This is an optimization exercise on Yosys and OpenROAD, whose aim is small area and a short achievable clock period, not a production implementation. Where RTL was checked, it was by simulation tests only, not by an equivalence proof against the original. Power and IR drop assume default switching activity.

Setup of alpha:
==> flow/design.v <==
module spi_master_top (
    input                    clk_i          ,
    input                    rstn_i         ,
    input                    miso_i         ,
    output reg               sck_o          ,
    output                   mosi_o         ,
    output                   spi_oe_o       ,               
    output      [7:0]        ssn_o          ,
    input                    stb_i          ,
    input       [1:0]        addr_i         ,
    input                    we_i           ,
    input       [7:0]        data_i         ,
    output reg  [7:0]        data_o         ,
    output reg               ack_o          ,
    output reg               int_o
);
reg              rstn_sync         ;
reg              rstn_temp         ;
always @(posedge clk_i or negedge rstn_i) begin
    if (!rstn_i) begin
        rstn_sync <= 1'b0;
        rstn_temp <= 1'b0;
    end
    else begin
        rstn_temp <= 1'b1;
        rstn_sync <= rstn_temp;
    end
end
wire             srst   = ~rstn_sync ;              
wire             wb_wr      = stb_i & we_i ;
wire             wr_con     = wb_wr & (addr_i == 2'b00);
wire             wr_sta     = wb_wr & (addr_i == 2'b01);
wire             wr_ext     = wb_wr & (addr_i == 2'b11);
reg              con5_n    ;                        
wire             con5      = ~con5_n;
reg    [7:0]     con_r     ;                        
wire   [7:0]     spi_con   = {con_r[7:6], con5, con_r[4:0]};
always @(posedge clk_i or negedge rstn_sync) begin
    if (!rstn_sync)
        con5_n <= 1'b0;
    else if (wr_con)
        con5_n <= ~data_i[5];
end
always @(posedge clk_i) begin
    if (srst)
        con_r <= 8'h00;
    else if (wr_con)
        con_r <= data_i;
end
wire             spi_en     = spi_con[7];
wire             spi_int_en = spi_con[6];
wire             cpol       = spi_con[4];
wire             cpha       = spi_con[3];
wire   [2:0]     sck_sel    = spi_con[2:0];
wire             me         = spi_con[7] & con5;    
assign           spi_oe_o   = con5;
reg    [7:0]     spi_ext   ;
always @(posedge clk_i) begin
    if (srst)
        spi_ext <= 8'h08;
    else if (me && wr_ext)
        spi_ext <= data_i;
end
wire   [1:0]     intcnt_sel = spi_ext[7:6];
wire   [2:0]     sck_mode   = spi_ext[5:3];
wire   [2:0]     slave_sel  = spi_ext[2:0];
reg              wfifo_ren ;
reg              rfifo_wen ;
reg              db7       ;                        
reg    [6:0]     db_lo     ;                        
wire   [7:0]     data_buf  = {db7, db_lo};
wire             fclr       = srst | ~spi_en;
wire             wfifo_wen  = stb_i & (addr_i == 2'b10) & ack_o &  we_i;
wire             rfifo_ren  = stb_i & (addr_i == 2'b10) & ack_o & ~we_i;
reg    [7:0]     wmem [0:3];
reg    [2:0]     wwp, wrp;
always @(posedge clk_i) begin
    if (fclr) begin
        wwp <= 3'd0;
        wrp <= 3'd0;
    end
    else begin
        wwp <= wwp + {2'b00, wfifo_wen};
        wrp <= wrp + {2'b00, wfifo_ren};
    end
end
integer i;
wire   [7:0]     wdin = data_i & {8{rstn_sync}};
always @(posedge clk_i) begin
    for (i = 0; i < 4; i = i + 1)
        if (srst || (wfifo_wen && wwp[1:0] == i))
            wmem[i] <= wdin;
end
wire   [7:0]     wfifo_dout = wmem[wrp[1:0]];
wire             wfifo_emp  = (wwp == wrp);
wire             wfifo_ful  = (wwp[2] != wrp[2]) && (wwp[1:0] == wrp[1:0]);
reg    [7:0]     rmem [0:3];
reg    [2:0]     rwp, rrp;
always @(posedge clk_i) begin
    if (fclr) begin
        rwp <= 3'd0;
        rrp <= 3'd0;
    end
    else begin
        rwp <= rwp + {2'b00, rfifo_wen};
        rrp <= rrp + {2'b00, rfifo_ren};
    end
end
wire   [7:0]     rdin = data_buf & {8{rstn_sync}};
always @(posedge clk_i) begin
    for (i = 0; i < 4; i = i + 1)
        if (srst || (rfifo_wen && rwp[1:0] == i))
            rmem[i] <= rdin;
end
wire   [7:0]     rfifo_dout = rmem[rrp[1:0]];
wire             rfifo_emp  = (rwp == rrp);
wire             rfifo_ful  = (rwp[2] != rrp[2]) && (rwp[1:0] == rrp[1:0]);
reg    [1:0]     trans_cnt ;
reg              spi_int_f ;
reg              wr_col_f  ;
always @(posedge clk_i) begin
    if (srst)
        trans_cnt <= 2'd0;
    else if (me) begin
        if (wr_ext)
            trans_cnt <= intcnt_sel;
        else if (rfifo_wen)
            trans_cnt <= (|trans_cnt) ? trans_cnt - 2'd1 : intcnt_sel;
    end
end
always @(posedge clk_i) begin
    if (srst)
        spi_int_f <= 1'b0;
    else if (me)
        spi_int_f <= (wr_sta & data_i[7]) ? 1'b0 : (spi_int_f | (~|trans_cnt & rfifo_wen));
end
always @(posedge clk_i) begin
    if (srst)
        wr_col_f <= 1'b0;
    else if (me)
        wr_col_f <= (wr_sta & data_i[6]) ? 1'b0 : (wr_col_f | (wfifo_wen & wfifo_ful));
end
wire   [7:0]     spi_sta = {spi_int_f, wr_col_f, 2'b00, wfifo_ful, wfifo_emp, rfifo_ful, rfifo_emp};
always @(posedge clk_i or negedge rstn_sync) begin
    if (!rstn_sync)
        data_o <= 8'h00;
    else if (me) begin
        case (addr_i)
            2'b00 : data_o <= spi_con    ;
            2'b01 : data_o <= spi_sta    ;
            2'b10 : data_o <= rfifo_dout ;
            2'b11 : data_o <= spi_ext    ;
        endcase
    end
end
always @(posedge clk_i or negedge rstn_sync) begin
    if (!rstn_sync)
        ack_o <= 1'b0;
    else if (me)
        ack_o <= stb_i & ~ack_o;
end
always @(posedge clk_i or negedge rstn_sync) begin
    if (!rstn_sync)
        int_o <= 1'b0;
    else if (me)
        int_o <= spi_int_en & spi_int_f;
end
localparam [2:0] IDLE = 3'b000,
                 ST   = 3'b001,
                 P2   = 3'b011,
                 P1   = 3'b010,
                 CT   = 3'b110;
reg    [2:0]     state     ;
reg    [12:0]    clk_cnt   ;
reg    [12:0]    reload    ;
always @(*) begin
    case (sck_mode)
        3'b010 : case (sck_sel)
            3'd0 : reload = 13'd4;
            3'd1 : reload = 13'd9;
            3'd2 : reload = 13'd19;
            3'd3 : reload = 13'd79;
            3'd4 : reload = 13'd159;
            3'd5 : reload = 13'd319;
            3'd6 : reload = 13'd1279;
            default : reload = 13'd2559;
        endcase
        3'b100 : case (sck_sel)
            3'd0 : reload = 13'd4;
            3'd1 : reload = 13'd24;
            3'd2 : reload = 13'd49;
            3'd3 : reload = 13'd99;
            3'd4 : reload = 13'd249;
            3'd5 : reload = 13'd499;
            3'd6 : reload = 13'd2499;
            default : reload = 13'd4999;
        endcase
        default : case (sck_sel)
            3'd0 : reload = 13'h1;
            3'd1 : reload = 13'h3;
            3'd2 : reload = 13'h7;
            3'd3 : reload = 13'h1f;
            3'd4 : reload = 13'h7f;
            3'd5 : reload = 13'h1ff;
            3'd6 : reload = 13'h7ff;
            default : reload = 13'h1fff;
        endcase
    endcase
end
wire             trans_en = (clk_cnt == 13'd0);
always @(posedge clk_i) begin
    if (me) begin
        if (!trans_en && state != IDLE)
            clk_cnt <= clk_cnt - 13'd1;
        else
            clk_cnt <= reload;
    end
end
reg    [2:0]     bit_cnt   ;
reg              ssn_n     ;                        
always @(posedge clk_i or negedge rstn_sync) begin
    if (!rstn_sync) begin
        sck_o       <= 1'b0;
        db7         <= 1'b0;
        ssn_n       <= 1'b0;
    end
    else if (me) begin
        case (state)
            IDLE: begin
                db7 <= wfifo_dout[7];
                sck_o       <= cpol;
                ssn_n       <= ~wfifo_emp;
            end
            ST: begin
                if (trans_en && cpha)
                    sck_o <= ~sck_o;
            end
            P2: begin
                if (trans_en)
                    sck_o <= ~sck_o;
            end
            P1: begin
                if (trans_en) begin
                    db7 <= db_lo[6];
                    if (bit_cnt != 3'd0)
                        sck_o <= ~sck_o;
                end
            end
            CT: begin
                if (wfifo_emp)
                    sck_o <= cpol;
                else begin
                    db7 <= wfifo_dout[7];
                    sck_o       <= ~sck_o;
                end
            end
            default: ;
        endcase
    end
end
always @(posedge clk_i) begin
    if (me) begin
        case (state)
            IDLE: begin
                bit_cnt       <= 3'd7;
                db_lo <= wfifo_dout[6:0];
            end
            P1: begin
                if (trans_en) begin
                    db_lo <= {db_lo[5:0], miso_i};
                    bit_cnt       <= bit_cnt - 3'd1;
                end
            end
            CT: begin
                if (!wfifo_emp) begin
                    bit_cnt       <= 3'd7;
                    db_lo <= wfifo_dout[6:0];
                end
            end
            default: ;
        endcase
    end
end
always @(posedge clk_i) begin
    if (srst) begin
        state     <= IDLE;
        wfifo_ren <= 1'b0;
        rfifo_wen <= 1'b0;
    end
    else if (me) begin
        wfifo_ren <= 1'b0;
        rfifo_wen <= 1'b0;
        case (state)
            IDLE: begin
                if (!wfifo_emp)
                    state <= ST;
            end
            ST: begin
                if (trans_en) begin
                    wfifo_ren <= 1'b1;
                    state     <= P2;
                end
            end
            P2: begin
                if (trans_en)
                    state <= P1;
            end
            P1: begin
                if (trans_en) begin
                    if (bit_cnt == 3'd0) begin
                        rfifo_wen <= 1'b1;
                        state     <= CT;
                    end
                    else
                        state <= P2;
                end
            end
            CT: begin
                if (wfifo_emp)
                    state <= IDLE;
                else begin
                    wfifo_ren <= 1'b1;
                    state     <= P2;
                end
            end
            default: state <= IDLE;
        endcase
    end
end
assign mosi_o = db7;
genvar g;
generate
    for (g = 0; g < 8; g = g + 1) begin : g_ssn
        assign ssn_o[g] = ~(ssn_n & (slave_sel == g));
    end
endgenerate
endmodule
Settings: LEC_CHECK=0, CAP_MARGIN=20, CORE_MARGIN=2, CORE_UTILIZATION=40, SETUP_SLACK_MARGIN=2.9, SLEW_MARGIN=20; clock period 5.0 ns.
standard.sh (not shown) runs the stock make flow with config.mk's settings and CLKGATE_MAP_FILE= SYNTH_SCRIPT=/design/flow/synth_recipe.tcl, a recipe that flattens the netlist after the stock synthesis.
==> flow/flow/run.sh <==
#!/bin/bash
# Standard layout with buf_2 port buffers and a lighter clock tree (no dummy loads,
# clkbuf_4/clkbuf_8 only, larger sink clusters).
set -euo pipefail
bash standard.sh \
  "BUFFER_PORTS_ARGS=-buffer_cell sky130_fd_sc_hd__buf_2" \
  "CTS_ARGS=-sink_clustering_enable -repair_clock_nets -dont_use_dummy_load -buf_list {sky130_fd_sc_hd__clkbuf_4 sky130_fd_sc_hd__clkbuf_8} -sink_clustering_size 20" \
  finish > flow_standard.log 2>&1
diff inputs: alpha => beta
diff --git a/flow/design.v b/flow/design.v
--- a/flow/design.v
+++ b/flow/design.v
@@ -32,13 +32,12 @@
 wire             wr_sta     = wb_wr & (addr_i == 2'b01);
 wire             wr_ext     = wb_wr & (addr_i == 2'b11);
-reg              con5_n    ;                        
-wire             con5      = ~con5_n;
+reg              con5      ;                        
 reg    [7:0]     con_r     ;                        
 wire   [7:0]     spi_con   = {con_r[7:6], con5, con_r[4:0]};
 always @(posedge clk_i or negedge rstn_sync) begin
     if (!rstn_sync)
-        con5_n <= 1'b0;
+        con5 <= 1'b1;
     else if (wr_con)
-        con5_n <= ~data_i[5];
+        con5 <= data_i[5];
 end
 always @(posedge clk_i) begin
@@ -218,10 +217,10 @@
 end
 reg    [2:0]     bit_cnt   ;
-reg              ssn_n     ;                        
+reg              ssn       ;
 always @(posedge clk_i or negedge rstn_sync) begin
     if (!rstn_sync) begin
         sck_o       <= 1'b0;
         db7         <= 1'b0;
-        ssn_n       <= 1'b0;
+        ssn         <= 1'b1;
     end
     else if (me) begin
@@ -230,5 +229,5 @@
                 db7 <= wfifo_dout[7];
                 sck_o       <= cpol;
-                ssn_n       <= ~wfifo_emp;
+                ssn         <= wfifo_emp;
             end
             ST: begin
@@ -332,5 +331,5 @@
 generate
     for (g = 0; g < 8; g = g + 1) begin : g_ssn
-        assign ssn_o[g] = ~(ssn_n & (slave_sel == g));
+        assign ssn_o[g] = ssn | (slave_sel != g);
     end
 endgenerate
Notes after the runs:
beta: flow completed, timing, DRC and antenna clean
The cell with the biggest individual delay on the critical path comes out dfxtp_4 in one run and dfstp_2 in the other, namely in alpha and beta respectively.
Delta(die area, beta - alpha) < 0
beta against alpha: starting utilization of the core area fell by 0.18 points; aggregate routed wire length dropped 740 µm; growth of design area from synthesis to finish decreased 1.5 points; post-route cell area shrank by about 2.4%; routed length on met1 went down about 8%.
Compared to alpha, beta has multi-input gate area in the final layout 99 µm² lower.
Higher final design utilization goes to alpha over beta.
Re worst-path maximum fanout: beta is 1 down on alpha.
In beta relative to alpha, total power had gone down slightly.
Between beta and alpha, it is beta whose met1 demand-to-capacity share in global routing is lower, by 1.4 points.
beta — count of non-CTS buffers in the layout 16% lower, alpha as reference
For beta, only the layout was checked, not whether the RTL still works.

## afterwards: timing with drivers on the ports
The flow's constraints put no driver on any port. The routed layouts listed below were extracted and timed again, unchanged, in two steps.
Step 1, drivers: a clkbuf_16 drives clk_i and a buf_2 each remaining input, both assumed.
Step 2 also shifts input and output timing later by t, the mid clock arrival at the registers, as if the neighbouring blocks saw the same clock.
Slacks: no drivers / after step 1 / after step 2; pairs: no drivers / after step 1.
| run | t (ns) | setup WS [ns] | worst hold slack (ns) | clock arrival spread, ns |
|---|---|---|---|---|
| alpha | 0.478 | 2.795 / 2.760 / 2.517 | 0.239 / 0.239 / 0.239 | 0.039 / 0.039 |
| beta | 0.475 | 2.724 / 2.685 / 2.525 | 0.319 / 0.302 / 0.357 | 0.017 / 0.018 |
After both steps every run listed still meets setup and hold. For alpha, which loses most, drivers alone change the setup slack by -0.035 ns; drivers and shift together by -0.278 ns.
